From an optimization exercise on the open Yosys and OpenROAD flow, aimed at small area; shortcuts taken in it are not production practice. Where RTL was checked, it was by simulation tests only, not by an equivalence proof against the original. For runs 1 to 3, only the layout was checked, not whether the RTL still works. The clock cells of runs 4 to 6 come from the design's own scripts or RTL, not from TritonCTS. No driver is modelled on the clock port, so clock power and skew are understated where the tree is cut down; a real chip needs a root buffer or a tree. Power figures rest on the tool's default switching activity, not on a simulated workload.

--- design/flow/design.v ---
module qspi_fsm #(
  parameter ADDR_W = 32 )
(
  input               clk,
  input               rst_n,
  input      [2:0]    clk_div,
  input               cs_auto,
  input               cs_level,
  input               quad_en,
  input               cpol,
  input               cpha,
  input               lsb_first,
  input               start,
  input      [15:0]   cmd_cfg,
  input      [15:0]   cmd_op,
  input      [ADDR_W-1:0] cmd_addr,
  input      [7:0]    cmd_dummy,
  input      [31:0]   cmd_len,
  output              done,
  input               tx_ren,
  input      [7:0]    tx_data_fifo,
  output reg          tx_empty,
  output reg          rx_wen,
  output     [7:0]    rx_data_fifo,
  input               rx_full,
  output              sclk,
  output reg          cs_n,
  output reg [3:0]    io_o,
  output reg [3:0]    io_oe,
  input      [3:0]    io_i
);
  wire [7:0] opcode  = cmd_op[7:0];
  wire is_wrdi = (opcode == 8'h04);
  wire is_rdsr = (opcode == 8'h05);
  wire is_rdid = (opcode == 8'h9F);
  wire special = is_wrdi | is_rdsr | is_rdid;
  wire [1:0] cl = special ? 2'd0 : cmd_cfg[1:0];
  wire [1:0] al = special ? 2'd0 : (quad_en ? 2'd2 : cmd_cfg[3:2]);
  wire [1:0] dl = special ? 2'd0 : (quad_en ? 2'd2 : cmd_cfg[5:4]);
  wire       has_addr  = ~special & (cmd_cfg[7] ^ cmd_cfg[6]);
  wire       nb4       = cmd_cfg[7];
  wire       mode_en   = ~special & cmd_cfg[8];
  wire [7:0] td        = {4'd0, cmd_cfg[12:9]} + cmd_dummy;
  wire       has_dummy = ~special & (td != 8'd0);
  wire       rd        = is_rdid | is_rdsr | cmd_cfg[13];
  wire       len_zero  = (cmd_len == 32'd0);
  wire       has_data  = ~is_wrdi & (~len_zero | is_rdid | is_rdsr);
  wire [31:0] len_eff  = {cmd_len[31:2],
                          cmd_len[1] | (len_zero & is_rdid),
                          cmd_len[0] | (len_zero & (is_rdid | is_rdsr))};
  localparam S_IDLE  = 4'b0000,
             S_IDLED = 4'b0001,    
             S_CSOFF = 4'b0100,
             S_DONE  = 4'b0101,
             S_CSON  = 4'b0110,
             S_DUMMY = 4'b0111,
             S_OP    = 4'b1000,
             S_DATA  = 4'b1001,
             S_ADDR  = 4'b1010,
             S_MODE  = 4'b1011;
  reg  [3:0] state, nstate;
  wire idle      = (state[3:1] == 3'b000);
  wire byte_ph   = state[3];
  wire in_dummy  = (state == S_DUMMY);
  wire in_data   = (state == S_DATA);
  wire sclk_en   = byte_ph | in_dummy | (state == S_CSOFF) | (state == S_DONE);
  assign done = (state == S_IDLED);
  reg [6:0] div_cnt;
  reg       sclk_int, sclk_int_d;
  wire [6:0] div_care = ~(7'h7f << clk_div);
  wire       tick = &(div_cnt | ~div_care);
  always @(posedge clk) begin
    div_cnt    <= sclk_en ? div_cnt + 7'd1 : 7'd0;
    sclk_int   <= sclk_en & (sclk_int ^ tick);
    sclk_int_d <= sclk_int;
  end
  assign sclk = cpol ^ (sclk_en & sclk_int);
  wire sedge  = sclk_int ^ sclk_int_d;
  wire shift  = sedge & (sclk_int ~^ cpha);
  wire sample = sedge & (sclk_int ^ cpha);
  reg  [1:0] pl;
  always @(*) begin
    case (state)
      S_OP:          pl = cl;
      S_ADDR, S_MODE: pl = al;
      default:       pl = dl;
    endcase
  end
  wire w2 = (pl == 2'd1);
  wire w4 = pl[1];
  reg  [2:0] ptr;
  wire gd       = ptr[2] & (w4 | (ptr[1] & (w2 | ptr[0])));
  wire byte_end = byte_ph & shift & gd;
  always @(posedge clk)
    ptr <= byte_ph ? ptr + ({w4, w2, ~(w2 | w4)} & {3{shift}}) : 3'd0;
  reg  [31:0] cnt;
  wire addr_last  = (cnt[1:0] == 2'd0);
  wire dummy_last = (cnt[7:0] == 8'd0);
  wire data_last  = (cnt == 32'd1);
  wire [3:0] after_dummy = has_data  ? S_DATA  : S_CSOFF;
  wire [3:0] after_mode  = has_dummy ? S_DUMMY : after_dummy;
  wire [3:0] after_addr  = mode_en   ? S_MODE  : after_mode;
  wire [3:0] after_op    = has_addr  ? S_ADDR  : after_addr;
  reg start_d;
  wire start_pulse = start & ~start_d;
  always @(*) begin
    nstate = state;
    case (state)
      S_IDLE, S_IDLED: nstate = start_pulse ? S_CSON : S_IDLE;
      S_CSON:  nstate = S_OP;
      S_OP:    if (byte_end) nstate = after_op;
      S_ADDR:  if (byte_end & addr_last) nstate = after_addr;
      S_MODE:  if (byte_end) nstate = after_mode;
      S_DUMMY: if (sample & dummy_last) nstate = after_dummy;
      S_DATA:  if (byte_end & data_last) nstate = S_CSOFF;
      S_CSOFF: nstate = S_DONE;
      S_DONE:  nstate = S_IDLED;
      default: nstate = S_IDLE;
    endcase
  end
  always @(posedge clk or negedge rst_n) begin
    if (!rst_n) begin
      state   <= S_IDLE;
      start_d <= 1'b0;
    end else begin
      state   <= nstate;
      start_d <= start;
    end
  end
  wire enter  = (nstate != state);
  wire ld_addr  = enter & (nstate == S_ADDR);
  wire ld_dummy = enter & (nstate == S_DUMMY);
  wire ld_data  = enter & (nstate == S_DATA);
  wire dec      = byte_end | (in_dummy & sample);
  wire [31:0] cnt_dec = cnt - {31'd0, dec};
  always @(posedge clk) begin
    cnt[31:8] <= ld_data ? len_eff[31:8] : cnt_dec[31:8];
    cnt[7:2]  <= ld_data ? len_eff[7:2] : ld_dummy ? td[7:2] : cnt_dec[7:2];
    cnt[1:0]  <= ld_data ? len_eff[1:0] : ld_dummy ? td[1:0] :
                 ld_addr ? {1'b1, nb4} : cnt_dec[1:0];
  end
  reg [7:0] rb;
  assign rx_data_fifo = rb;
  wire [2:0] idx = ptr ^ {3{~lsb_first}};
  wire w1 = ~(w4 | w2);
  wire [7:0] hit;
  wire [7:0] din;
  genvar k;
  generate for (k = 0; k < 8; k = k + 1) begin : g_rx
    assign hit[k] = (idx[2] == k[2]) & (w4 | ((idx[1] == k[1]) & (w2 | (idx[0] == k[0]))));
    assign din[k] = w1 ? io_i[1] : w2 ? io_i[k % 2] : io_i[k % 4];
  end endgenerate
  always @(posedge clk) begin
    if (rd) begin
      if (in_data) begin
        if (sample) rb <= (din & hit) | (rb & ~hit);
      end else
        rb <= 8'h00;
    end else begin
      if (tx_ren & ~(in_data & byte_end)) rb <= tx_data_fifo;
      else if (idle | (in_data & byte_end)) rb <= 8'h00;
    end
  end
  reg [7:0] bv;
  always @(*) begin
    case (state)
      S_OP:   bv = cmd_op[7:0];
      S_MODE: bv = cmd_op[15:8];
      S_ADDR: case (cnt[1:0])
                2'd0: bv = cmd_addr[7:0];
                2'd1: bv = cmd_addr[15:8];
                2'd2: bv = cmd_addr[23:16];
                default: bv = cmd_addr[31:24];
              endcase
      default: bv = rb;
    endcase
  end
  wire [2:0] s0  = {idx[2], idx[1] & ~w4, idx[0] & ~(w4 | w2)};
  wire [1:0] s1  = {idx[2], idx[1] & ~w4};
  wire [3:0] lane;
  assign lane[0] = bv[s0];
  assign lane[1] = bv[{s1, 1'b1}];
  assign lane[2] = bv[{idx[2], 2'b10}];
  assign lane[3] = bv[{idx[2], 2'b11}];
  wire drive = byte_ph & ~(in_data & rd);
  always @(posedge clk) io_o <= lane;
  always @(posedge clk or negedge rst_n) begin
    if (!rst_n) begin
      io_oe    <= 4'b0000;
      cs_n     <= 1'b1;
      rx_wen   <= 1'b0;
      tx_empty <= 1'b1;
    end else begin
      io_oe    <= {w4, w4, w4 | w2, 1'b1} & {4{drive}};
      cs_n     <= (~byte_ph & ~(state[2] & state[1])) & (cs_auto | cs_level);
      rx_wen   <= in_data & rd & byte_end & ~rx_full;
      if (idle & start_pulse)
        tx_empty <= ~has_data | rd;
      else if (in_data & ~rd & byte_end & data_last)
        tx_empty <= 1'b1;
    end
  end
endmodule
--- design/flow/flow/run.sh ---
#!/bin/bash
# Standard ORFS synthesis, then an area-oriented re-mapping of its combinational
# logic (flip-flops untouched), then the standard ORFS layout with the I/O port
# buffers made of the smallest buffer cell.
set -euo pipefail
here=$(pwd)
res=$here/orfs/results/$FLOW_PLATFORM/qspi_fsm/base
bash standard.sh synth > synth.log 2>&1
cp $res/1_2_yosys.v $here/standard_synth.v
REABC_IN=$here/standard_synth.v REABC_OUT=$res/1_2_yosys.v REABC_SCRIPT=$here/flow/area.abc \
  yosys -c $here/flow/reabc.tcl > reabc.log 2>&1
rm -f $res/1_synth.odb $res/1_synth.sdc
bash standard.sh "BUFFER_PORTS_ARGS=-buffer_cell sky130_fd_sc_hd__buf_1" finish > layout.log 2>&1
--- design/flow/flow/area.abc ---
strash
&get -n
&st
&dc2
&syn2
&dch -f
&nf -a -R 1000
&put
mfs3 -a
strash
&get -n
&st
&dc2
&syn2
&dch -f
&nf -a -R 1000
&put
mfs3 -a
--- design/flow/flow/reabc.tcl ---
# Re-map the combinational logic of the standard synthesis netlist for area.
# The flip-flops are kept as they are (same instances, names and cells).
yosys -import
set lib $::env(FLOW_HOME)/platforms/sky130hd/lib/sky130_fd_sc_hd__tt_025C_1v80.lib
read_liberty -ignore_miss_func $lib
read_verilog $::env(REABC_IN)
hierarchy -top $::env(FLOW_TOP)
setattr -mod -set keep_hierarchy 1 sky130_fd_sc_hd__df* sky130_fd_sc_hd__edf*
flatten
opt_clean -purge
abc -liberty $lib -dont_use sky130_fd_sc_hd__probe_p_8 -dont_use sky130_fd_sc_hd__probec_p_8 -dont_use sky130_fd_sc_hd__lpflow_bleeder_1 -dont_use sky130_fd_sc_hd__lpflow_clkbufkapwr_1 -dont_use sky130_fd_sc_hd__lpflow_clkbufkapwr_16 -dont_use sky130_fd_sc_hd__lpflow_clkbufkapwr_2 -dont_use sky130_fd_sc_hd__lpflow_clkbufkapwr_4 -dont_use sky130_fd_sc_hd__lpflow_clkbufkapwr_8 -dont_use sky130_fd_sc_hd__lpflow_clkinvkapwr_1 -dont_use sky130_fd_sc_hd__lpflow_clkinvkapwr_16 -dont_use sky130_fd_sc_hd__lpflow_clkinvkapwr_2 -dont_use sky130_fd_sc_hd__lpflow_clkinvkapwr_4 -dont_use sky130_fd_sc_hd__lpflow_clkinvkapwr_8 -dont_use sky130_fd_sc_hd__lpflow_decapkapwr_12 -dont_use sky130_fd_sc_hd__lpflow_decapkapwr_3 -dont_use sky130_fd_sc_hd__lpflow_decapkapwr_4 -dont_use sky130_fd_sc_hd__lpflow_decapkapwr_6 -dont_use sky130_fd_sc_hd__lpflow_decapkapwr_8 -dont_use sky130_fd_sc_hd__lpflow_inputiso0n_1 -dont_use sky130_fd_sc_hd__lpflow_inputiso0p_1 -dont_use sky130_fd_sc_hd__lpflow_inputiso1n_1 -dont_use sky130_fd_sc_hd__lpflow_inputiso1p_1 -dont_use sky130_fd_sc_hd__lpflow_inputisolatch_1 -dont_use sky130_fd_sc_hd__lpflow_isobufsrc_1 -dont_use sky130_fd_sc_hd__lpflow_isobufsrc_16 -dont_use sky130_fd_sc_hd__lpflow_isobufsrc_2 -dont_use sky130_fd_sc_hd__lpflow_isobufsrc_4 -dont_use sky130_fd_sc_hd__lpflow_isobufsrc_8 -dont_use sky130_fd_sc_hd__lpflow_isobufsrckapwr_16 -dont_use sky130_fd_sc_hd__lpflow_lsbuf_lh_hl_isowell_tap_1 -dont_use sky130_fd_sc_hd__lpflow_lsbuf_lh_hl_isowell_tap_2 -dont_use sky130_fd_sc_hd__lpflow_lsbuf_lh_hl_isowell_tap_4 -dont_use sky130_fd_sc_hd__lpflow_lsbuf_lh_isowell_4 -dont_use sky130_fd_sc_hd__lpflow_lsbuf_lh_isowell_tap_1 -dont_use sky130_fd_sc_hd__lpflow_lsbuf_lh_isowell_tap_2 -dont_use sky130_fd_sc_hd__lpflow_lsbuf_lh_isowell_tap_4  -script $::env(REABC_SCRIPT) -D 5000
opt_clean -purge
hilomap -singleton -hicell sky130_fd_sc_hd__conb_1 HI -locell sky130_fd_sc_hd__conb_1 LO
insbuf -buf sky130_fd_sc_hd__buf_4 A X
splitnets
opt_clean -purge
select $::env(FLOW_TOP)
stat -liberty $lib
write_verilog -noattr -noexpr -nohex -nodec -selected $::env(REABC_OUT)
--- design/flow/standard.sh ---
#!/bin/bash
# synth_recipe.tcl (not shown) runs the flow's synth.tcl, then flattens the netlist and writes it again
# the make line also repeats each setting of config.mk as NAME=value (left out here)
make -C /OpenROAD-flow-scripts/flow DESIGN_CONFIG=/design/flow/config.mk WORK_HOME=/design/flow/orfs CLKGATE_MAP_FILE= SYNTH_SCRIPT=/design/flow/synth_recipe.tcl "${@:-finish}"
--- design/flow/config.mk ---
export PLATFORM = sky130hd
export DESIGN_NAME = qspi_fsm
export DESIGN_NICKNAME = qspi_fsm
export VERILOG_FILES = /design/flow/design.v
export SDC_FILE = /design/flow/constraint.sdc
export NUM_CORES = 4
export LEC_CHECK = 0
export CAP_MARGIN = 20
export CORE_MARGIN = 2
export CORE_UTILIZATION = 60
export CTS_BUF_LIST = sky130_fd_sc_hd__clkbuf_8
export CTS_CLUSTER_DIAMETER = 100
export CTS_CLUSTER_SIZE = 30
export PLACE_DENSITY = 0.7
export SLEW_MARGIN = 20
--- design/flow/constraint.sdc ---
create_clock -name core_clock -period 5.0 [get_ports {clk}]
set_input_delay 1.0000 -clock core_clock [delete_from_list [all_inputs] [get_ports {clk}]]
set_output_delay 1.0000 -clock core_clock [all_outputs]
set_load 0.01 [all_outputs]
==> run summary, run 1 <==
Placeable Area -> 0.00672 mm2
DRC -> 0
most frequent cells in the layout -> buf_1, nand2_1, nor2_1
total power -> 2700 uW
worst endpoint required time -> 5.27 ns
arrival time at the worst endpoint -> 4.94 ns
cts hold-fix bufs -> 0
leakage -> 0.00184 uW
clk slew on worst S/H paths -> 0.08 ns
final hold violations -> 0
CTS Buf Count -> 9
maximum clock insertion buffer count -> 2
utilization after layout -> 0.746
maximum VDD drop -> 348 uV
Layout area overhead -> 21.7%
reg2reg start -> state[2]$_DFF_PN0_
hpwl dp -> 9.66 mm
via count -> 4,628
post-DR wirelength/cell -> 16.1 um
die height -> 86.9 um
clk_skew -> 0.0110 ns
DR vias/cell -> 6.02
Period Utilization, post-route -> 0.934
Ports -> 151
Tmin final -> 4.67 ns
Layout Nets -> 814
initial antenna violation count -> 0
Die ar. -> 0.00755 mm2
Post-DRT Antenna Nets -> 0
Largest stage delay, worst path -> 0.42 ns
slowest CP cell -> maj3_1
H-tree levels -> 3
ANT cells -> 0
Tightest Hold Check Type -> reg2reg
worst skew pair latency -> 0.34 ns
gr busiest metal -> met2
most common cell after layout, fill and taps aside -> buf_1
root buffer cell -> clkbuf_8
Die W -> 86.9 um
Post-Synthesis Cells -> 522
startpoint types -> primary input
Total GRT Usage -> 0.327
worst r2r path cells -> 21
postcts setup bufs -> 0
Worst Hold Endpoint -> sclk_int_d$_DFF_P_
Max-Cap Viols -> 0
Sink Count -> 67
vias in the first global route -> 4,340
reg-to-reg endpoint -> cnt[3]$_DFF_P_
layout cells sized above 1 -> 0.0581
synth warn -> 1
area taken by multi-input logic gates -> 0.00251 mm2
CP max FO -> 11
largest net degree at the start of global routing -> 38
met3 Use GR -> 0.0559
Buffers on Ports -> 148
WL final -> 12.4 mm
Final Hold Slack -> 0.433 ns
unrepaired setup endpoints after global routing -> no
highest clock rate -> 214 MHz
status -> complete, no violations
Slew @ Worst Pin -> 0.904 ns
PD cells -> 539 mW/mm2
CP endpoint kind -> flip-flop
setup violators final -> 0
Mapped Area -> 0.00412 mm2
fin cells -> 769
r2r setup slk -> 0.48 ns
initial DRC count -> 354
first-pass GRT wire length -> 19.6 mm
critical path cell sequence -> buf_1, nor2_1, a21oi_1, a21oi_1, maj3_1, maj3_1, and2_0, nand3_1, o41ai_1, nand3_1, nand2_1, and2_0, o31ai_1, nand3_1, a211oi_2, o311a_1, and2_0, nand2_2, buf_4, nand3_1, o21ai_0, o21ai_0
critical path's most frequent cell -> nand3_1
Worst Min Path Start -> sclk_int$_DFF_P_
met1 usage -> 0.407
CTS tree -> done
Post-Syn Nets -> 652
met2 Track Usage GR -> 0.568
Storage cell area -> 0.00148 mm2
row cnt -> 30
Fill cells -> 579
Synth Area per Inst -> 7.89 um2
Cells after DPL -> 753
First-pass DRT Iterations -> 5
Slew HR -> 0.395
Placer Congestion -> 0.995
GRT overflow -> 0
Slew Viols, Final -> 0
Starting Density -> 0.613
Crit Path Class -> in2reg
hold path cells -> 0
cts repair resizes -> 0
## critical path, delay by kind of cell
| family | cells | cell delay, ns |
|---|---|---|
| adders and majority gates | 2 | 0.83 |
| buffers and inverters | 2 | 0.31 |
| AOI/OAI and AO/OA | 8 | 1.42 |
| and+or+nand+nor | 10 | 1.39 |
## stage by stage
step	area, um2	worst slack [ns]	setup TNS, ns
finish	5010	0.332	0
global route	5010	0.0466	0
CTS	5010	0.209	0
detailed placement	4810	-0.0441	-0.0592
global placement	4810	0.0822	0
floorplan	4120	0.0939	0
## how the worst max path moves through the flow
stage                     cells after the start          from             end
after floorplan                              18   cmd_cfg[10]  cnt[2]$_DFF_P_
after global placement                       22   cmd_cfg[10]  cnt[3]$_DFF_P_
after detailed placement                     22   cmd_cfg[10]  cnt[3]$_DFF_P_
after CTS                                    22   cmd_cfg[10]  cnt[3]$_DFF_P_
after global routing                         22   cmd_cfg[10]  cnt[3]$_DFF_P_
final                                        22  cmd_dummy[1]  cnt[3]$_DFF_P_
## power by group
group	switching (uW)	leakage [uW]	internal, uW
Sequential	217	0.000630	788
Clock	209	0.000105	240
Combinational	708	0.00111	539
Total	1130	0.00184	1570
## final cells by class
type | instances | share of cell area
Clock buffer | 10 | 0.0275
Clock inverter | 6 | 0.0112
Inverter | 17 | 0.0127
Multi-Input combinational cell | 428 | 0.501
Sequential cell | 67 | 0.295
Tap cell | 80 | 0.0200
Timing Repair Buffer | 161 | 0.133
## sequential cells by signal (all words and copies together) (netlist names), 3 cells and up
register and flops:
div_cnt 7, io_o 4, ptr 3, io_oe 3
rb 8, cnt 32, state 4
## per-layer routing
layer | routed length (um) | vias up
met4 | 320 | 0
met1 | 5000 | 2091
met3 | 1070 | 38
met2 | 6020 | 268
li1 | - | 2231
met5 | 0 | -
==> run 2: changes to the inputs <==
--- a/design/flow/design.v
+++ b/design/flow/design.v
@@ -19,7 +19,7 @@
   output              done,
   input               tx_ren,
   input      [7:0]    tx_data_fifo,
-  output reg          tx_empty,
+  output              tx_empty,
   output reg          rx_wen,
   output     [7:0]    rx_data_fifo,
   input               rx_full,
@@ -65,6 +65,8 @@
   wire in_data   = (state == S_DATA);
   wire sclk_en   = byte_ph | in_dummy | (state == S_CSOFF) | (state == S_DONE);
   assign done = (state == S_IDLED);
+  wire pre_csoff = byte_ph | (state == S_CSON) | in_dummy;
+  assign tx_empty = ~(pre_csoff & has_data & ~rd);
   reg [6:0] div_cnt;
   reg       sclk_int, sclk_int_d;
   wire [6:0] div_care = ~(7'h7f << clk_div);
@@ -189,15 +191,10 @@
       io_oe    <= 4'b0000;
       cs_n     <= 1'b1;
       rx_wen   <= 1'b0;
-      tx_empty <= 1'b1;
     end else begin
       io_oe    <= {w4, w4, w4 | w2, 1'b1} & {4{drive}};
       cs_n     <= (~byte_ph & ~(state[2] & state[1])) & (cs_auto | cs_level);
       rx_wen   <= in_data & rd & byte_end & ~rx_full;
-      if (idle & start_pulse)
-        tx_empty <= ~has_data | rd;
-      else if (in_data & ~rd & byte_end & data_last)
-        tx_empty <= 1'b1;
     end
   end
 endmodule
==> design/flow/flow/run.sh (replaced) <==
#!/bin/bash
# Layout flow:
#  1. the standard synthesis (standard.sh synth), unchanged;
#  2. the combinational logic of that netlist is re-mapped for area with a few
#     ABC scripts (flow/area*.abc, each run in its own Yosys, log reabc_N.log);
#     the flip-flops are left as they are, and the smallest netlist is kept;
#  3. the standard ORFS layout of that netlist (standard.sh finish), with the
#     I/O port buffers made of the smallest buffer cell.
set -uo pipefail
here=$(pwd)
res=$here/orfs/results/$FLOW_PLATFORM/qspi_fsm/base
bash standard.sh synth > synth.log 2>&1 || exit 1
cp $res/1_2_yosys.v $here/standard_synth.v

flops() { grep -cE '^ *sky130_fd_sc_hd__(df|edf|sdf|dl)[a-z0-9_]* ' "$1"; }
nflops=$(flops $here/standard_synth.v)
pids=()
for s in $here/flow/area*.abc; do
  n=$(basename $s .abc)
  REABC_IN=$here/standard_synth.v REABC_OUT=$here/reabc_$n.v REABC_SCRIPT=$s \
    yosys -c $here/flow/reabc.tcl > reabc_$n.log 2>&1 &
  pids+=($!)
done
for p in "${pids[@]}"; do wait $p; done

best=""; bestarea=""
for s in $here/flow/area*.abc; do
  n=$(basename $s .abc)
  [[ -s $here/reabc_$n.v ]] || continue
  a=$(grep 'Chip area' reabc_$n.log | tail -1 | awk '{print $NF}')
  [[ -n "$a" ]] || continue
  [[ $(flops $here/reabc_$n.v) == "$nflops" ]] || continue
  if [[ -z "$best" ]] || awk "BEGIN{exit !($a < $bestarea)}"; then best=$n; bestarea=$a; fi
done
echo "standard synthesis: $(grep 'Chip area' orfs/reports/$FLOW_PLATFORM/qspi_fsm/base/synth_stat.txt)" > reabc_choice.log
echo "chosen: ${best:-standard netlist} ${bestarea}" >> reabc_choice.log
if [[ -n "$best" ]]; then
  cp $here/reabc_$best.v $res/1_2_yosys.v
  rm -f $res/1_synth.odb $res/1_synth.sdc
fi
bash standard.sh "BUFFER_PORTS_ARGS=-buffer_cell sky130_fd_sc_hd__buf_1" finish > layout.log 2>&1
==> design/flow/flow/area1.abc (new file) <==
strash
&get -n
&st
&deepsyn -T 100
&dch -f
&nf -a -R 1000
&put
mfs3 -a
==> design/flow/flow/area2.abc (new file) <==
strash
&get -n
&st
&dc2
&syn2
&dch -f
&nf -a -R 1000
&put
mfs3 -a
==> design/flow/flow/area3.abc (new file) <==
strash
&get -n
&st
&dc2
&syn2
&dch -f
&nf -a -R 1000
&put
strash
&get -n
&st
&dc2
&syn2
&dch -f
&nf -a -R 1000
&put
==> design/flow/flow/area4.abc (new file) <==
strash
&get -n
&st
&deepsyn -T 100 -S 7
&dch -f
&nf -a -R 1000
&put
mfs3 -a
--- a/design/flow/config.mk
+++ b/design/flow/config.mk
@@ -8,8 +8,6 @@
 export CAP_MARGIN = 20
 export CORE_MARGIN = 2
 export CORE_UTILIZATION = 60
-export CTS_BUF_LIST = sky130_fd_sc_hd__clkbuf_8
-export CTS_CLUSTER_DIAMETER = 100
-export CTS_CLUSTER_SIZE = 30
+export CTS_BUF_LIST = sky130_fd_sc_hd__clkbuf_4
 export PLACE_DENSITY = 0.7
 export SLEW_MARGIN = 20
removed: design/flow/flow/area.abc
==> run 2 against run 1 <==
Still clean on timing, DRC and antenna; clock skew increased by 0.0073 ns; critical path depth increased by 4; synthesized cell count decreased by 5.7%; non-clock buffer count increased by 8; clock-buffer cell count increased by 2; global-route usage decreased by 0.92 points; wire length decreased by 8.7%; worst setup slack improved by 0.068 ns; die area decreased by 4.3%; largest cell class unchanged.
==> run summary, run 2 <==
Biggest register -> cnt
setup violators final -> 0
slowest CP cell -> or3_4
worst skew pair latency -> 0.42 ns
Final Instance Area -> 0.00492 mm2
Placer Congestion -> 0.962
DR vias/cell -> 5.89
worst endpoint required time -> 5.27 ns
row cnt -> 29
Layout Nets -> 792
Synth Area per Inst -> 8.00 um2
setup TNS -> 0 ns
post-DR wirelength/cell -> 15.2 um
Die W -> 85.0 um
DRC -> 0
CP max FO -> 4
highest clock rate -> 217 MHz
ANT cells -> 0
arrival time at the worst endpoint -> 4.87 ns
startpoint types -> primary input
H-tree levels -> 3
Cells after DPL -> 728
top flop regs -> cnt (32), rb (8), div_cnt (7)
layout cells sized above 1 -> 0.0885
Final Hold Slack -> 0.431 ns
critical path's most frequent cell -> or3_4
Mapped Area -> 0.00393 mm2
Placed Instance Area -> 0.00479 mm2
First-pass DRT Iterations -> 5
die height -> 85.0 um
CP endpoint kind -> flip-flop
vias in the first global route -> 4,140
Ports -> 151
Post-DRT Antenna Nets -> 0
most common cell after layout, fill and taps aside -> buf_1
CTS Buf Count -> 9
Slew @ Worst Pin -> 0.814 ns
Largest stage delay, worst path -> 0.41 ns
Sink Count -> 66
clk_skew -> 0.0182 ns
hpwl dp -> 8.86 mm
Slew HR -> 0.457
Placeable Area -> 0.00635 mm2
top cell family by delay on the critical path -> simple AND/OR/NAND/NOR gates
Total GRT Usage -> 0.318
Crit Path Class -> in2reg
GRT overflow -> 0
status -> complete, no violations
Layout area overhead -> 25.2%
most frequent cells in the layout -> buf_1, nand2_1, nor2_1
Tmin final -> 4.60 ns
Max-Cap Viols -> 0
initial DRC count -> 242
Period Utilization, post-route -> 0.920
clk slew on worst S/H paths -> 0.10 ns
Slew Viols, Final -> 0
maximum VDD drop -> 270 uV
WL final -> 11.3 mm
Post-Syn Nets -> 622
root buffer cell -> clkbuf_4
via count -> 4,379
utilization after layout -> 0.775
initial antenna violation count -> 0
max reg flops -> 32
cts hold-fix bufs -> 0
Starting Density -> 0.620
Die ar. -> 0.00722 mm2
PD cells -> 464 mW/mm2
CTS tree -> done
leakage -> 0.00178 uW
synth warn -> 1
final hold violations -> 0
first-pass GRT wire length -> 18.6 mm
Buffers on Ports -> 148
maximum clock insertion buffer count -> 2
unrepaired setup endpoints after global routing -> no
buffers and inverters on the worst path -> 4
fin cells -> 744
Post-Synthesis Cells -> 492
largest net degree at the start of global routing -> 38
Tightest Hold Check Type -> reg2reg
run 2: changes by cell type in the layout (fill, tap and decap cells not counted), sizes merged, moves of 7 or more:
cell,previous run,this run
o21ai,60,39
a31oi,12,3
a21oi,21,37
a22oi,1,9
a21o,3,10
nand2,77,55
buf,161,169
nand3,17,8
nor2,62,53
run 2: timing repair:
item	in CTS	in global routing
endpoints found under the setup margin	0	1
endpoints found under the hold margin	0	0
setup buffers	0	0
resized for setup	0	1
run 2: final timing paths:
check	slack, ns	cells past startpoint	startpoint	endpoint
hold / removal	0.43	0	sclk_int$_DFF_P_	sclk_int_d$_DFF_P_
setup reg to reg	0.46	25	state[2]$_DFF_PN0_	cnt[31]$_DFF_P_
setup / recovery	0.40	26	cmd_op[7]	cnt[31]$_DFF_P_
min in group asynchronous	0.54	1	rst_n	io_oe[0]$_DFF_PN0_
hold reg to reg	0.43	0	sclk_int$_DFF_P_	sclk_int_d$_DFF_P_
max in group asynchronous	4.06	1	rst_n	io_oe[1]$_DFF_PN0_
run 2: per-stage QoR:
step           setup slack (ns)  total power, uW
6_report                  0.401             2280
3_3_place_gp              0.129             1880
4_1_cts                   0.361             2270
3_5_place_dp            -0.0340             1910
5_1_grt                   0.103             2440
2_1_floorplan           0.00106             1630
run 2: worst register-to-register path, cell delays in order, from the launching register on:
cell      delay [ns]
dfrtp_1         0.44
nor2b_2         0.21
nand2_1         0.14
o22a_1          0.23
o221ai_2        0.23
clkinv_2        0.12
nor2_4          0.10
nand2_2         0.08
o21ai_2         0.20
nor3_2          0.06
nor2_1          0.12
nand2_1         0.11
clkinv_2        0.06
a22o_4          0.14
nand2_4         0.04
or3_4           0.34
nand2b_4        0.17
clkinv_4        0.08
nand3_4         0.07
or3_4           0.41
nor4_4          0.23
nand2b_1        0.13
or3_4           0.37
nor2_4          0.10
xnor2_1         0.12
a21oi_1         0.09
run 2: report_power, final:
part	total [uW]	internal [uW]	switching, uW
Combinational	971	407	563
Sequential	952	759	193
Clock	361	167	194
run 2: final cells by class:
cell class	count	area (um2)
clock buffers	12	90.1
well taps	77	96.3
clock inverters	4	45.0
inverters	21	86.3
fillers	491	1430
flip-flops and latches	66	1450
multi-input cells	395	2440
repair buffers	169	713
run 2: layer usage:
layer	GRT usage	wire, um
met5	0	0
met4	0.113	236
met3	0.0467	906
met2	0.523	5310
met1	0.427	4870
==> run 3: changes to the inputs <==
--- a/design/flow/config.mk
+++ b/design/flow/config.mk
@@ -5,9 +5,9 @@
 export SDC_FILE = /design/flow/constraint.sdc
 export NUM_CORES = 4
 export LEC_CHECK = 0
-export CAP_MARGIN = 20
+export CAP_MARGIN = 0
 export CORE_MARGIN = 2
 export CORE_UTILIZATION = 60
 export CTS_BUF_LIST = sky130_fd_sc_hd__clkbuf_4
 export PLACE_DENSITY = 0.7
-export SLEW_MARGIN = 20
+export SLEW_MARGIN = 0
==> run 3 against run 2 <==
Still clean; register-to-register slack is essentially flat; clock skew did not move; cell area unchanged; sequential share of layout area is the same.
==> run summary, run 3 <==
status -> complete, no violations
CTS tree -> done
First-pass DRT Iterations -> 5
Period Utilization, post-route -> 0.920
Tmin final -> 4.60 ns
synth warn -> 1
H-tree levels -> 3
Flop pwr share -> 0.417
vias in the first global route -> 4,140
Layout Nets -> 792
Logic pwr share -> 0.425
CTS Buf Count -> 9
clk slew on worst S/H paths -> 0.10 ns
startpoint types -> primary input
arrival time at the worst endpoint -> 4.87 ns
DRC -> 0
DR vias/cell -> 5.89
die height -> 85.0 um
initial antenna violation count -> 0
Total GRT Usage -> 0.318
max reg flops -> 32
Largest stage delay, worst path -> 0.41 ns
largest net degree at the start of global routing -> 38
Sw Pwr -> 950 uW
row cnt -> 29
worst r2r path cells -> 25
most frequent cells in the layout -> buf_1, nand2_1, nor2_1
Power Internal -> 1330 uW
Layout area overhead -> 25.2%
cts hold-fix bufs -> 0
slowest CP cell -> or3_4
PD cells -> 464 mW/mm2
layout cells sized above 1 -> 0.0885
setup TNS -> 0 ns
final hold violations -> 0
Sink Count -> 66
Synth Area per Inst -> 8.00 um2
hold path cells -> 0
maximum clock insertion buffer count -> 2
worst skew pair latency -> 0.42 ns
Worst Min Path Start -> sclk_int$_DFF_P_
Max-Cap Viols -> 0
top flop regs -> cnt (32), rb (8), div_cnt (7)
Buffers on Ports -> 148
Post-Synthesis Cells -> 492
reg-to-reg endpoint -> cnt[31]$_DFF_P_
Post-Syn Nets -> 622
root buffer cell -> clkbuf_4
Biggest register -> cnt
Sw Share -> 0.416
GRT overflow -> 0
ANT cells -> 0
Slew Viols, Final -> 0
maximum VDD drop -> 270 uV
clk_skew -> 0.0182 ns
Starting Density -> 0.620
Tightest Hold Check Type -> reg2reg
Placeable Area -> 0.00635 mm2
setup violators final -> 0
Worst Hold Endpoint -> sclk_int_d$_DFF_P_
utilization after layout -> 0.775
initial DRC count -> 242
r2r setup slk -> 0.46 ns
highest clock rate -> 217 MHz
total power -> 2280 uW
critical path's most frequent cell -> or3_4
Die W -> 85.0 um
worst endpoint required time -> 5.27 ns
first-pass GRT wire length -> 18.6 mm
most common cell after layout, fill and taps aside -> buf_1
unrepaired setup endpoints after global routing -> no
reg2reg start -> state[2]$_DFF_PN0_
leakage -> 0.00178 uW
Slew HR -> 0.457
via count -> 4,379
Die ar. -> 0.00722 mm2
clock power share -> 0.158
Final Hold Slack -> 0.431 ns
Crit Path Class -> in2reg
Mapped Area -> 0.00393 mm2
hpwl dp -> 8.86 mm
CP max FO -> 4
Ports -> 151
Placer Congestion -> 0.962
Post-DRT Antenna Nets -> 0
post-DR wirelength/cell -> 15.2 um
WL final -> 11.3 mm
Slew @ Worst Pin -> 0.814 ns
CP endpoint kind -> flip-flop
==> run 3: cell counts in the layout (fill, tap and decap cells not counted) <==
Identical to the previous run, type by type.
==> run 3: what timing repair did <==
item,4_1_cts,5_1_grt
buffers inserted,0,0
gates resized for setup,0,1
setup endpoints to repair,0,1
endpoints found under the hold margin,0,0
==> run 3: worst max-delay path: cells and delay by family <==
family | cells | cell delay, ns
compound gates | 6 | 0.87
xor+xnor | 1 | 0.12
simple gates | 15 | 2.53
buf+inv | 4 | 0.36
==> run 3: layout make-up <==
type | instances | area (um2)
Inverter | 21 | 86.3
Sequential cell | 66 | 1450
Fill cell | 491 | 1430
Clock buffer | 12 | 90.1
Timing Repair Buffer | 169 | 713
Tap cell | 77 | 96.3
Multi-Input combinational cell | 395 | 2440
Clock inverter | 4 | 45.0
==> run 3: worst max-delay path by stage <==
stage | from | endpoint | depth (start not counted)
4_1_cts | state[2]$_DFF_PN0_ | cnt[31]$_DFF_P_ | 25
3_5_place_dp | cmd_op[7] | cnt[31]$_DFF_P_ | 26
6_report | cmd_op[7] | cnt[31]$_DFF_P_ | 26
5_1_grt | state[2]$_DFF_PN0_ | cnt[30]$_DFF_P_ | 24
2_1_floorplan | cmd_op[7] | cnt[31]$_DFF_P_ | 25
3_3_place_gp | cmd_op[7] | cnt[31]$_DFF_P_ | 26
==> run 3: power groups by stage <==
stage                     logic [uW]  clock network (uW)  registers [uW]
after detailed placement         952                   0             961
after global placement           928                   0             948
after global routing            1080                 380             982
after floorplan                  687                   0             938
after CTS                        959                 361             949
final                            971                 361             952
==> run 3: per-stage QoR <==
stage	instances	worst slack [ns]	instance area (um2)
global route	744	0.103	4920
global placement	728	0.129	4790
finish	744	0.401	4920
CTS	744	0.361	4920
detailed placement	728	-0.0340	4790
floorplan	492	0.00106	4050
==> run 3: routing by layer <==
layer,global-route usage,vias to the layer above,part of all wire
met2,0.523,218,0.47
met5,0,-,0
met1,0.427,1981,0.43
met4,0.113,0,0.021
li1,-,2154,-
met3,0.0467,26,0.080
==> run 4: changes to the inputs <==
--- a/design/flow/design.v
+++ b/design/flow/design.v
@@ -134,7 +134,12 @@
   wire ld_dummy = enter & (nstate == S_DUMMY);
   wire ld_data  = enter & (nstate == S_DATA);
   wire dec      = byte_end | (in_dummy & sample);
-  wire [31:0] cnt_dec = cnt - {31'd0, dec};
+  reg         borrow;
+  wire [7:0]  lo_dec = cnt[7:0] - {7'd0, dec};
+  wire [23:0] hi_dec = cnt[31:8] - {23'd0, borrow};
+  always @(posedge clk)
+    borrow <= dec & (cnt[7:0] == 8'd0) & ~ld_data;
+  wire [31:0] cnt_dec = {hi_dec, lo_dec};
   always @(posedge clk) begin
     cnt[31:8] <= ld_data ? len_eff[31:8] : cnt_dec[31:8];
     cnt[7:2]  <= ld_data ? len_eff[7:2] : ld_dummy ? td[7:2] : cnt_dec[7:2];
@@ -152,17 +157,12 @@
     assign hit[k] = (idx[2] == k[2]) & (w4 | ((idx[1] == k[1]) & (w2 | (idx[0] == k[0]))));
     assign din[k] = w1 ? io_i[1] : w2 ? io_i[k % 2] : io_i[k % 4];
   end endgenerate
-  always @(posedge clk) begin
-    if (rd) begin
-      if (in_data) begin
-        if (sample) rb <= (din & hit) | (rb & ~hit);
-      end else
-        rb <= 8'h00;
-    end else begin
-      if (tx_ren & ~(in_data & byte_end)) rb <= tx_data_fifo;
-      else if (idle | (in_data & byte_end)) rb <= 8'h00;
-    end
-  end
+  wire       bew   = in_data & byte_end;
+  wire [7:0] rx_ld = {8{rd & in_data & sample}} & hit;
+  wire [7:0] tx_ld = {8{~rd & tx_ren & ~bew}};
+  wire [7:0] kp    = rd ? ({8{in_data}} & ~rx_ld) : ({8{~(idle | bew)}} & ~tx_ld);
+  always @(posedge clk)
+    rb <= (rx_ld & din) | (tx_ld & tx_data_fifo) | (kp & rb);
   reg [7:0] bv;
   always @(*) begin
     case (state)
--- a/design/flow/flow/run.sh
+++ b/design/flow/flow/run.sh
@@ -4,8 +4,10 @@
 #  2. the combinational logic of that netlist is re-mapped for area with a few
 #     ABC scripts (flow/area*.abc, each run in its own Yosys, log reabc_N.log);
 #     the flip-flops are left as they are, and the smallest netlist is kept;
-#  3. the standard ORFS layout of that netlist (standard.sh finish), with the
-#     I/O port buffers made of the smallest buffer cell.
+#  3. the standard ORFS layout of that netlist (standard.sh finish, log
+#     layout.log), with two changes: the I/O port buffers are made of the
+#     smallest buffer cell, and the clock tree is built by flow/cts.tcl
+#     (4 leaf buffers driven by the clock port) in place of TritonCTS.
 set -uo pipefail
 here=$(pwd)
 res=$here/orfs/results/$FLOW_PLATFORM/qspi_fsm/base
@@ -38,4 +40,5 @@
   cp $here/reabc_$best.v $res/1_2_yosys.v
   rm -f $res/1_synth.odb $res/1_synth.sdc
 fi
-bash standard.sh "BUFFER_PORTS_ARGS=-buffer_cell sky130_fd_sc_hd__buf_1" finish > layout.log 2>&1
+bash standard.sh "BUFFER_PORTS_ARGS=-buffer_cell sky130_fd_sc_hd__buf_1" \
+  "PRE_CTS_TCL=$here/flow/cts.tcl" finish > layout.log 2>&1
==> design/flow/flow/cts.tcl (new file) <==
# Clock tree made by hand: the clock port drives a few leaf buffers, each of
# which drives the clock pins of one cluster of flip-flops (k-means on the
# flip-flop locations).
proc my_leaf_cts { net_name ncl buf } {
  set block [ord::get_db_block]
  set net [$block findNet $net_name]
  set sinks {}
  foreach it [$net getITerms] {
    if { [$it isOutputSignal] } { continue }
    set inst [$it getInst]
    set bb [$inst getBBox]
    set x [expr { ([$bb xMin] + [$bb xMax]) / 2.0 }]
    set y [expr { ([$bb yMin] + [$bb yMax]) / 2.0 }]
    lappend sinks [list [$inst getName] [[$it getMTerm] getName] $x $y]
  }
  set n [llength $sinks]
  # initial centers: spread along sorted x+y
  set sorted [lsort -real -index 2 $sinks]
  set centers {}
  for { set k 0 } { $k < $ncl } { incr k } {
    set s [lindex $sorted [expr { int(($k + 0.5) * $n / $ncl) }]]
    lappend centers [list [lindex $s 2] [lindex $s 3]]
  }
  # capacity-limited k-means: each cluster takes at most ceil(n / ncl) sinks
  set cap [expr { int(ceil(double($n) / $ncl)) }]
  for { set iter 0 } { $iter < 30 } { incr iter } {
    # all (distance, sink, cluster) pairs, nearest first
    set pairs {}
    set i 0
    foreach s $sinks {
      for { set k 0 } { $k < $ncl } { incr k } {
        set c [lindex $centers $k]
        lappend pairs [list [expr { abs([lindex $s 2] - [lindex $c 0]) + abs([lindex $s 3] - [lindex $c 1]) }] $i $k]
      }
      incr i
    }
    set pairs [lsort -real -index 0 $pairs]
    set assign [lrepeat $n -1]
    set fill [lrepeat $ncl 0]
    foreach pr $pairs {
      lassign $pr d i k
      if { [lindex $assign $i] >= 0 || [lindex $fill $k] >= $cap } { continue }
      lset assign $i $k
      lset fill $k [expr { [lindex $fill $k] + 1 }]
    }
    set newc {}
    for { set k 0 } { $k < $ncl } { incr k } {
      set sx 0; set sy 0; set m 0
      foreach s $sinks a $assign { if { $a == $k } { set sx [expr { $sx + [lindex $s 2] }]; set sy [expr { $sy + [lindex $s 3] }]; incr m } }
      if { $m > 0 } { lappend newc [list [expr { $sx / $m }] [expr { $sy / $m }]] } else { lappend newc [lindex $centers $k] }
    }
    set centers $newc
  }
  set dbu [$block getDbUnitsPerMicron]
  for { set k 0 } { $k < $ncl } { incr k } {
    set pins {}
    foreach s $sinks a $assign { if { $a == $k } { lappend pins [get_pins "[lindex $s 0]/[lindex $s 1]"] } }
    if { [llength $pins] == 0 } { continue }
    set c [lindex $centers $k]
    insert_buffer -buffer_cell $buf -net $net_name -load_pins $pins \
      -location [list [expr { [lindex $c 0] / $dbu }] [expr { [lindex $c 1] / $dbu }]] \
      -buffer_name clkleaf_$k -net_name clknet_leaf_$k
    puts "clock leaf $k: [llength $pins] sinks"
  }
}


# Worst slew over the flip-flop clock pins, with placement parasitics.
proc my_worst_clk_slew { } {
  set worst 0
  foreach p [get_pins -hierarchical */CLK] {
    foreach pr { slew_max_rise slew_max_fall } {
      set s [get_property $p $pr]
      if { $s > $worst } { set worst $s }
    }
  }
  return $worst
}

# Replaces TritonCTS (called by ORFS's cts.tcl through this PRE_CTS hook):
# the clock port drives 4 leaf buffers, one per cluster of flip-flops; the
# leaves are made bigger if the clock pin slew is high.
proc clock_tree_synthesis { args } {
  set ncl 4
  my_leaf_cts clk $ncl sky130_fd_sc_hd__buf_8
  set_propagated_clock [all_clocks]
  estimate_parasitics -placement
  set s [my_worst_clk_slew]
  puts "bench cts: worst clock pin slew with buf_8 leaves: $s"
  foreach cell { sky130_fd_sc_hd__buf_12 sky130_fd_sc_hd__buf_16 } {
    if { $s <= 0.100 } { break }
    for { set k 0 } { $k < $ncl } { incr k } {
      set inst [get_cells -quiet clkleaf_$k]
      if { $inst != "" } { replace_cell $inst $cell }
    }
    estimate_parasitics -placement
    set s [my_worst_clk_slew]
    puts "bench cts: worst clock pin slew with $cell leaves: $s"
  }
}
==> design/flow/config.mk (replaced) <==
export PLATFORM = sky130hd
export DESIGN_NAME = qspi_fsm
export DESIGN_NICKNAME = qspi_fsm
export VERILOG_FILES = /design/flow/design.v
export SDC_FILE = /design/flow/constraint.sdc
export NUM_CORES = 4
export LEC_CHECK = 0
export CAP_MARGIN = 20
export CORE_MARGIN = 2
export CORE_UTILIZATION = 60
export PLACE_DENSITY = 0.7
export SLEW_MARGIN = 20
==> run 4 against run 3 <==
Maximum frequency increased by 0.80%; clock skew is 0.0081 ns lower; largest cell class unchanged; global-route usage is 0.11 points lower; core utilization down 4.5 points; critical path depth shrank 6; sequential share of layout area up 0.71 points; sequential power down 6.3%; worst setup slack improved by 0.036 ns; highest routed layer unchanged; final cell count is 1.7% lower; combinational power shrank 23%; still clean; largest power group is now sequential cells; wire length is 2.6% higher; cell area is 6.4% lower.
==> run summary, run 4 <==
clk slew on worst S/H paths -> 0.10 ns
met2 wire len -> 5.31 mm
Slew Viols, Final -> 0
setup TNS -> 0 ns
die height -> 84.5 um
top cell family by delay on the critical path -> compound AO/OA/AOI/OAI gates
Total GRT Usage -> 0.316
GRT overflow -> 0
postcts setup bufs -> 0
initial antenna violation count -> 0
CP endpoint kind -> flip-flop
setup violators final -> 0
Fill cells -> 552
Crit Path Class -> in2reg
Top Layer Used -> met4
most common cell after layout, fill and taps aside -> buf_1
worst endpoint required time -> 5.06 ns
via count -> 4,394
Synth Area per Inst -> 7.72 um2
row cnt -> 29
Largest stage delay, worst path -> 0.39 ns
Starting Density -> 0.615
DR vias/cell -> 6.01
PnR worst setup slack -> 0.437 ns
unrepaired setup endpoints after global routing -> no
critical path cell sequence -> buf_1, nor3_1, o211ai_1, a21oi_1, clkinv_1, o221ai_1, o21a_1, nand2_1, o21ai_0, a21oi_1, a32oi_2, a211oi_1, a21oi_1, nand2_1, a21oi_1, a21oi_1, nand2_2, buf_4, nor2_1, a31oi_1
PD cells -> 406 mW/mm2
Buffers on Ports -> 148
Post-Synthesis Cells -> 503
Mapped Area -> 0.00388 mm2
Post-DRT Antenna Nets -> 0
largest net degree at the start of global routing -> 18
Placement Setup Slack -> 0.229 ns
vias in the first global route -> 4,009
most frequent cells in the layout -> buf_1, nor2_1, dfxtp_1
Tightest Hold Check Type -> reg2reg
Slew @ Worst Pin -> 0.759 ns
buffers and inverters on the worst path -> 3
hpwl dp -> 9.44 mm
Placeable Area -> 0.00631 mm2
post-DR wirelength/cell -> 15.9 um
highest clock rate -> 219 MHz
WL met1 -> 4.87 mm
arrival time at the worst endpoint -> 4.62 ns
layout cells sized above 1 -> 0.0321
cts repair resizes -> 0
metal3 WL -> 1.13 mm
first-pass GRT wire length -> 18.6 mm
synth warn -> 1
cts hold-fix bufs -> 0
max reg flops -> 32
leakage -> 0.00159 uW
Ports -> 151
Placer Congestion -> 0.913
maximum VDD drop -> 295 uV
Slew HR -> 0.494
Post-Syn Nets -> 633
startpoint types -> primary input
Layout area overhead -> 18.6%
DRC -> 0
final hold violations -> 0
Die W -> 84.5 um
status -> complete, no violations
Max-Cap Viols -> 0
CP max FO -> 17
Tmin final -> 4.56 ns
Biggest register -> cnt
WL final -> 11.6 mm
ANT cells -> 0
Period Utilization, post-route -> 0.913
initial DRC count -> 339
clk_skew -> 0.0101 ns
slowest CP cell -> a32oi_2
worst skew pair latency -> 0.13 ns
Layout Nets -> 786
top flop regs -> cnt (32), rb (8), div_cnt (7)
First-pass DRT Iterations -> 5
critical path's most frequent cell -> a21oi_1
Die ar. -> 0.00713 mm2
## run 4: final timing paths
kind                                          from                  to  slack [ns]  cells past startpoint
worst min register to register    sclk_int$_DFF_P_  sclk_int_d$_DFF_P_        0.42                      0
worst max-delay path                     cmd_op[7]     cnt[12]$_DFF_P_        0.44                     20
min in group asynchronous                    rst_n    rx_wen$_DFF_PN0_        0.82                      1
worst max register to register  state[3]$_DFF_PN0_     cnt[12]$_DFF_P_        0.55                     19
worst min-delay path              sclk_int$_DFF_P_  sclk_int_d$_DFF_P_        0.42                      0
max in group asynchronous                    rst_n      cs_n$_DFF_PN1_        3.81                      1
## run 4: per-stage QoR
step	area, um2	instances	hold slack [ns]	utilization	power, uW
6_report	4610	731	0.418	0.730	1870
5_1_grt	4610	731	0.425	0.730	2000
4_1_cts	4590	731	0.417	0.727	1850
3_5_place_dp	4530	727	0.404	0.718	1630
3_3_place_gp	4530	727	0.395	0.718	1600
2_1_floorplan	3890	503	0.380	-	1380
## run 4: worst reg2reg max path: cells and delay by family, from the launching register on
family                 cells  cell delay [ns]
AOI/OAI and AO/OA         10             2.08
buffers and inverters      2             0.46
DFF                        1             0.56
and+or+nand+nor            7             1.29
## run 4: layer usage
layer	global-route usage	vias up
met3	0.0324	30
met1	0.435	1979
met2	0.538	242
met4	0.0808	0
li1	-	2143
met5	0	-
## run 4: area by class of cell, clock buffers not listed
cell class	count	area [um2]	share of cell area
tap	77	96.3	0.0209
inverter	20	75.1	0.0163
sequential	67	1390	0.302
timing repair buffer	157	623	0.135
multi-input combinational	406	2360	0.512
## run 4: power breakdown
group	internal, uW	switching, uW	leakage, uW
combinational	312	435	0.000959
sequential	716	176	0.000601
clock	91.9	141	0.0000297
total	1120	752	0.00159
==> run 5: changes to the inputs <==
--- a/design/flow/flow/cts.tcl
+++ b/design/flow/flow/cts.tcl
@@ -88,11 +88,8 @@
   set s [my_worst_clk_slew]
   puts "bench cts: worst clock pin slew with buf_8 leaves: $s"
   foreach cell { sky130_fd_sc_hd__buf_12 sky130_fd_sc_hd__buf_16 } {
-    if { $s <= 0.100 } { break }
-    for { set k 0 } { $k < $ncl } { incr k } {
-      set inst [get_cells -quiet clkleaf_$k]
-      if { $inst != "" } { replace_cell $inst $cell }
-    }
+    if { $s <= 0.118 } { break }
+    foreach inst [get_cells clkleaf_*] { replace_cell $inst $cell }
     estimate_parasitics -placement
     set s [my_worst_clk_slew]
     puts "bench cts: worst clock pin slew with $cell leaves: $s"
==> run 5 against run 4 <==
Sequential share of layout area did not move; final cell count did not move; global-route usage did not move; flip-flop and latch count did not move; wire length did not move; first-iteration DRC count did not move; maximum frequency did not move; clock skew did not move; synthesized area did not move; highest routed layer unchanged; hold slack did not move; still clean; core utilization did not move.
==> run summary, run 5 <==
largest net degree at the start of global routing -> 18
Buffers on Ports -> 148
DRC -> 0
Cells after DPL -> 727
met2 Track Usage GR -> 0.538
synth warn -> 1
clk slew on worst S/H paths -> 0.10 ns
Placer Congestion -> 0.913
vias in the first global route -> 4,009
die height -> 84.5 um
top flop regs -> cnt (32), rb (8), div_cnt (7)
CP max FO -> 17
Tmin final -> 4.56 ns
cts hold-fix bufs -> 0
Crit Path Class -> in2reg
fin cells -> 731
met3 Use GR -> 0.0324
Total GRT Usage -> 0.316
row cnt -> 29
r2r setup slk -> 0.55 ns
buffers and inverters on the worst path -> 3
top cell family by delay on the critical path -> compound AO/OA/AOI/OAI gates
Layout Nets -> 786
layout cells sized above 1 -> 0.0321
area taken by multi-input logic gates -> 0.00236 mm2
initial DRC count -> 339
Final Instance Area -> 0.00461 mm2
setup violators final -> 0
critical path cell sequence -> buf_1, nor3_1, o211ai_1, a21oi_1, clkinv_1, o221ai_1, o21a_1, nand2_1, o21ai_0, a21oi_1, a32oi_2, a211oi_1, a21oi_1, nand2_1, a21oi_1, a21oi_1, nand2_2, buf_4, nor2_1, a31oi_1
status -> complete, no violations
CP endpoint kind -> flip-flop
Placeable Area -> 0.00631 mm2
most common cell after layout, fill and taps aside -> buf_1
post-DR wirelength/cell -> 15.9 um
Slew HR -> 0.494
Die W -> 84.5 um
clk_skew -> 0.0101 ns
worst skew pair latency -> 0.13 ns
Slew Viols, Final -> 0
max reg flops -> 32
PnR worst setup slack -> 0.437 ns
met1 usage -> 0.435
slowest CP cell -> a32oi_2
hpwl dp -> 9.44 mm
final hold violations -> 0
GRT overflow -> 0
Post-DRT Antenna Nets -> 0
DR vias/cell -> 6.01
gr busiest metal -> met2
Largest stage delay, worst path -> 0.39 ns
Starting Density -> 0.615
Tightest Hold Check Type -> reg2reg
first-pass GRT wire length -> 18.6 mm
Final Hold Slack -> 0.418 ns
ANT cells -> 0
via count -> 4,394
Post-Synthesis Cells -> 503
Post-Syn Nets -> 633
worst endpoint required time -> 5.06 ns
Biggest register -> cnt
Ports -> 151
maximum VDD drop -> 295 uV
First-pass DRT Iterations -> 5
Fill cells -> 552
Die ar. -> 0.00713 mm2
arrival time at the worst endpoint -> 4.62 ns
most frequent cells in the layout -> buf_1, nor2_1, dfxtp_1
PD cells -> 406 mW/mm2
Mapped Area -> 0.00388 mm2
Period Utilization, post-route -> 0.913
Placed Instance Area -> 0.00453 mm2
highest clock rate -> 219 MHz
Storage cell area -> 0.00139 mm2
critical path's most frequent cell -> a21oi_1
setup TNS -> 0 ns
Synth Area per Inst -> 7.72 um2
unrepaired setup endpoints after global routing -> no
Slew @ Worst Pin -> 0.759 ns
Max-Cap Viols -> 0
Layout area overhead -> 18.6%
Placement Setup Slack -> 0.229 ns
leakage -> 0.00159 uW
WL final -> 11.6 mm
startpoint types -> primary input
initial antenna violation count -> 0
==> run 5: cell counts in the layout (fill, tap and decap cells not counted) <==
Identical to the previous run, type by type.
==> run 5: worst paths after layout <==
kind                                     from                  to  cells after the start
setup reg to reg           state[3]$_DFF_PN0_     cnt[12]$_DFF_P_                     19
setup / recovery                    cmd_op[7]     cnt[12]$_DFF_P_                     20
hold / removal               sclk_int$_DFF_P_  sclk_int_d$_DFF_P_                      0
min in group asynchronous               rst_n    rx_wen$_DFF_PN0_                      1
hold reg to reg              sclk_int$_DFF_P_  sclk_int_d$_DFF_P_                      0
max in group asynchronous               rst_n      cs_n$_DFF_PN1_                      1
==> run 5: area by class of cell, clock buffers not listed <==
| cell class | count | area share |
|---|---|---|
| well taps | 77 | 0.0209 |
| inverters | 20 | 0.0163 |
| repair buffers | 157 | 0.135 |
| flip-flops and latches | 67 | 0.302 |
| multi-input cells | 406 | 0.512 |
==> run 5: metal layers <==
metal	share of wire	routed length, um	vias to the layer above
li1	-	-	2143
met1	0.42	4870	1979
met2	0.46	5310	242
met3	0.097	1130	30
met4	0.026	306	0
met5	0	0	-
==> run 5: stage by stage <==
stage                     total power [uW]  utilization
after floorplan                       1380            -
after global placement                1600        0.718
after detailed placement              1630        0.718
after CTS                             1850        0.727
after global routing                  2000        0.730
final                                 1870        0.730
==> run 5: timing repair <==
item	in CTS	in global routing
setup endpoints to repair	0	34
resized for setup	0	5
setup buffers	0	0
==> run 5: where the power goes <==
group | leakage [uW] | total, uW | internal, uW | switching [uW]
sequential | 0.000601 | 892 | 716 | 176
clock | 0.0000297 | 233 | 91.9 | 141
combinational | 0.000959 | 748 | 312 | 435
==> run 6: changes to the inputs <==
==> design/flow/flow/area_fast.abc (new file) <==
strash
&get -n
&st
&dc2
&syn2
&dch -f
&nf -a -R 1000
&put
mfs3 -a
==> design/flow/flow/area_s0.abc (new file) <==
strash
&get -n
&st
&deepsyn -T 150 -S 0
&dch -f
&nf -a -R 1000
&put
mfs3 -a
==> design/flow/flow/area_s21.abc (new file) <==
strash
&get -n
&st
&deepsyn -T 150 -S 21
&dch -f
&nf -a -R 1000
&put
mfs3 -a
==> design/flow/flow/area_s42.abc (new file) <==
strash
&get -n
&st
&deepsyn -T 150 -S 42
&dch -f
&nf -a -R 1000
&put
mfs3 -a
==> design/flow/flow/area_s7.abc (new file) <==
strash
&get -n
&st
&deepsyn -T 150 -S 7
&dch -f
&nf -a -R 1000
&put
mfs3 -a
removed: design/flow/flow/area1.abc
removed: design/flow/flow/area2.abc
removed: design/flow/flow/area3.abc
removed: design/flow/flow/area4.abc
==> run 6 against run 5 <==
Die area fell by 0.85%; total power increased by 34%; final cell count is 0.55% lower; synthesized cell count shrank 0.40%; via count shrank 2.7%; combinational power increased by 68%; flip-flop and latch count stayed put; critical path depth is 1 lower.
==> run summary, run 6 <==
Mapped Area -> 0.00385 mm2
top flop regs -> cnt (32), rb (8), div_cnt (7)
Total GRT Usage -> 0.296
layout cells sized above 1 -> 0.0246
DR vias/cell -> 5.88
via count -> 4,275
status -> complete, no violations
synth warn -> 1
maximum VDD drop -> 332 uV
row cnt -> 29
setup TNS -> 0 ns
startpoint types -> primary input
CP max FO -> 8
Placeable Area -> 0.00628 mm2
arrival time at the worst endpoint -> 4.53 ns
met2 Track Usage GR -> 0.478
clk slew on worst S/H paths -> 0.11 ns
Max-Cap Viols -> 0
Biggest register -> cnt
WL final -> 11.1 mm
met3 Use GR -> 0.0356
gr busiest metal -> met2
Die W -> 84.1 um
Layout area overhead -> 18.3%
worst skew pair latency -> 0.14 ns
clk_skew -> 0.0224 ns
Die ar. -> 0.00707 mm2
largest net degree at the start of global routing -> 45
Tmin final -> 4.52 ns
Post-Synthesis Cells -> 501
DRC -> 0
post-DR wirelength/cell -> 15.2 um
Buffers on Ports -> 148
Ports -> 151
cts hold-fix bufs -> 0
Worst Min Path Start -> sclk_int$_DFF_P_
Slew @ Worst Pin -> 0.685 ns
Worst Setup SP -> cmd_op[3]
initial antenna violation count -> 0
most frequent cells in the layout -> buf_1, nand2_1, dfxtp_1
Post-Syn Nets -> 631
unrepaired setup endpoints after global routing -> no
Period Utilization, post-route -> 0.904
Crit Path Class -> in2reg
Tightest Hold Check Type -> reg2reg
vias in the first global route -> 3,842
reg2reg start -> state[3]$_DFF_PN0_
die height -> 84.1 um
initial DRC count -> 340
setup violators final -> 0
leakage -> 0.00155 uW
highest clock rate -> 221 MHz
Starting Density -> 0.613
r2r setup slk -> 0.49 ns
PD cells -> 549 mW/mm2
max reg flops -> 32
Placer Congestion -> 1.03
final hold violations -> 0
first-pass GRT wire length -> 17.7 mm
First-pass DRT Iterations -> 5
Slew Viols, Final -> 0
hpwl dp -> 8.86 mm
cts repair resizes -> 0
GRT overflow -> 0
Layout Nets -> 782
Post-DRT Antenna Nets -> 0
Synth Area per Inst -> 7.68 um2
total power -> 2500 uW
Fill cells -> 560
most common cell after layout, fill and taps aside -> buf_1
postcts setup bufs -> 0
worst endpoint required time -> 5.01 ns
met1 usage -> 0.436
ANT cells -> 0
CP endpoint kind -> flip-flop
Slew HR -> 0.544
[run 6: layout make-up, clock buffers not listed]
type	count	area, um2	area share
inverter	20	75.1	0.0165
multi-input combinational	404	2320	0.509
sequential	67	1390	0.306
timing repair buffer	155	608	0.134
tap	77	96.3	0.0212
[run 6: worst paths after layout]
path	cells past startpoint	to
setup / recovery	19	cnt[5]$_DFF_P_
hold / removal	0	sclk_int_d$_DFF_P_
setup reg to reg	19	cnt[5]$_DFF_P_
hold reg to reg	0	sclk_int_d$_DFF_P_
max in group asynchronous	1	cs_n$_DFF_PN1_
min in group asynchronous	1	rx_wen$_DFF_PN0_
[run 6: routing by layer]
metal	vias to the layer above	wire (um)
met3	17	986
met4	0	129
met2	201	4880
met1	1928	5060
met5	-	0
li1	2129	-
[run 6: critical path: stages]
cell,delay (ns)
buf_1,0.13
nor3_1,0.08
o211ai_1,0.16
a21oi_1,0.12
a211o_1,0.28
o21ai_0,0.11
o21ai_0,0.15
a21oi_1,0.18
nand2_1,0.14
nor3_1,0.36
o31ai_1,0.15
a221oi_1,0.48
nor2_1,0.12
nor2_1,0.10
o21ai_0,0.11
nand2b_1,0.25
clkinv_1,0.19
nor2_2,0.30
a21oi_1,0.11
[run 6: power by group]
part	leakage, uW	internal (uW)	total (uW)	switching (uW)
Sequential	0.000586	787	993	206
Combinational	0.000936	516	1260	749
Clock	0.0000297	91.9	241	149
[run 6: stage by stage]
| step | cells | util | hold WS, ns | setup WS [ns] | instance area, um2 |
|---|---|---|---|---|---|
| 2_1_floorplan | 501 | - | 0.383 | 0.208 | 3850 |
| 3_3_place_gp | 723 | 0.714 | 0.407 | 0.452 | 4480 |
| 3_5_place_dp | 723 | 0.714 | 0.409 | 0.306 | 4480 |
| 4_1_cts | 727 | 0.723 | 0.425 | 0.402 | 4540 |
| 5_1_grt | 727 | 0.725 | 0.432 | 0.0660 | 4550 |
| 6_report | 727 | 0.725 | 0.430 | 0.479 | 4550 |

[afterwards: timing with drivers on the ports]
How much do the figures lean on ideal ports? The routed layouts below were timed once more, with nothing changed but the port constraints. Step 1 (the two cells are an assumption about what drives the block):
set clk [get_ports {clk}]
set_driving_cell -lib_cell sky130_fd_sc_hd__clkbuf_16 $clk
set_driving_cell -lib_cell sky130_fd_sc_hd__buf_2 [delete_from_list [all_inputs] $clk]
Step 2, shift: input delay + t, output delay - t, t = (earliest + latest rising clock arrival at the registers) / 2. This alone moves slack from input paths to output paths. a / b / c = ideal ports / drivers / drivers and shift; a / b = the first two.
| run | t, ns | setup WS [ns] | worst setup path at the end |
|---|---|---|---|
| run 1 | 0.366 | 0.332 / 0.341 / -0.025 | input to register |
| run 2 | 0.446 | 0.401 / 0.411 / -0.035 | input to register |
| run 3 | 0.446 | 0.401 / 0.411 / -0.035 | input to register |
| run 4 | 0.201 | 0.437 / 0.491 / 0.290 | input to register |
| run 5 | 0.201 | 0.437 / 0.491 / 0.290 | input to register |
| run 6 | 0.208 | 0.479 / 0.495 / 0.325 | input to register |
With both steps, setup timing fails in run 1, run 2 and run 3, where it was met with ideal ports.
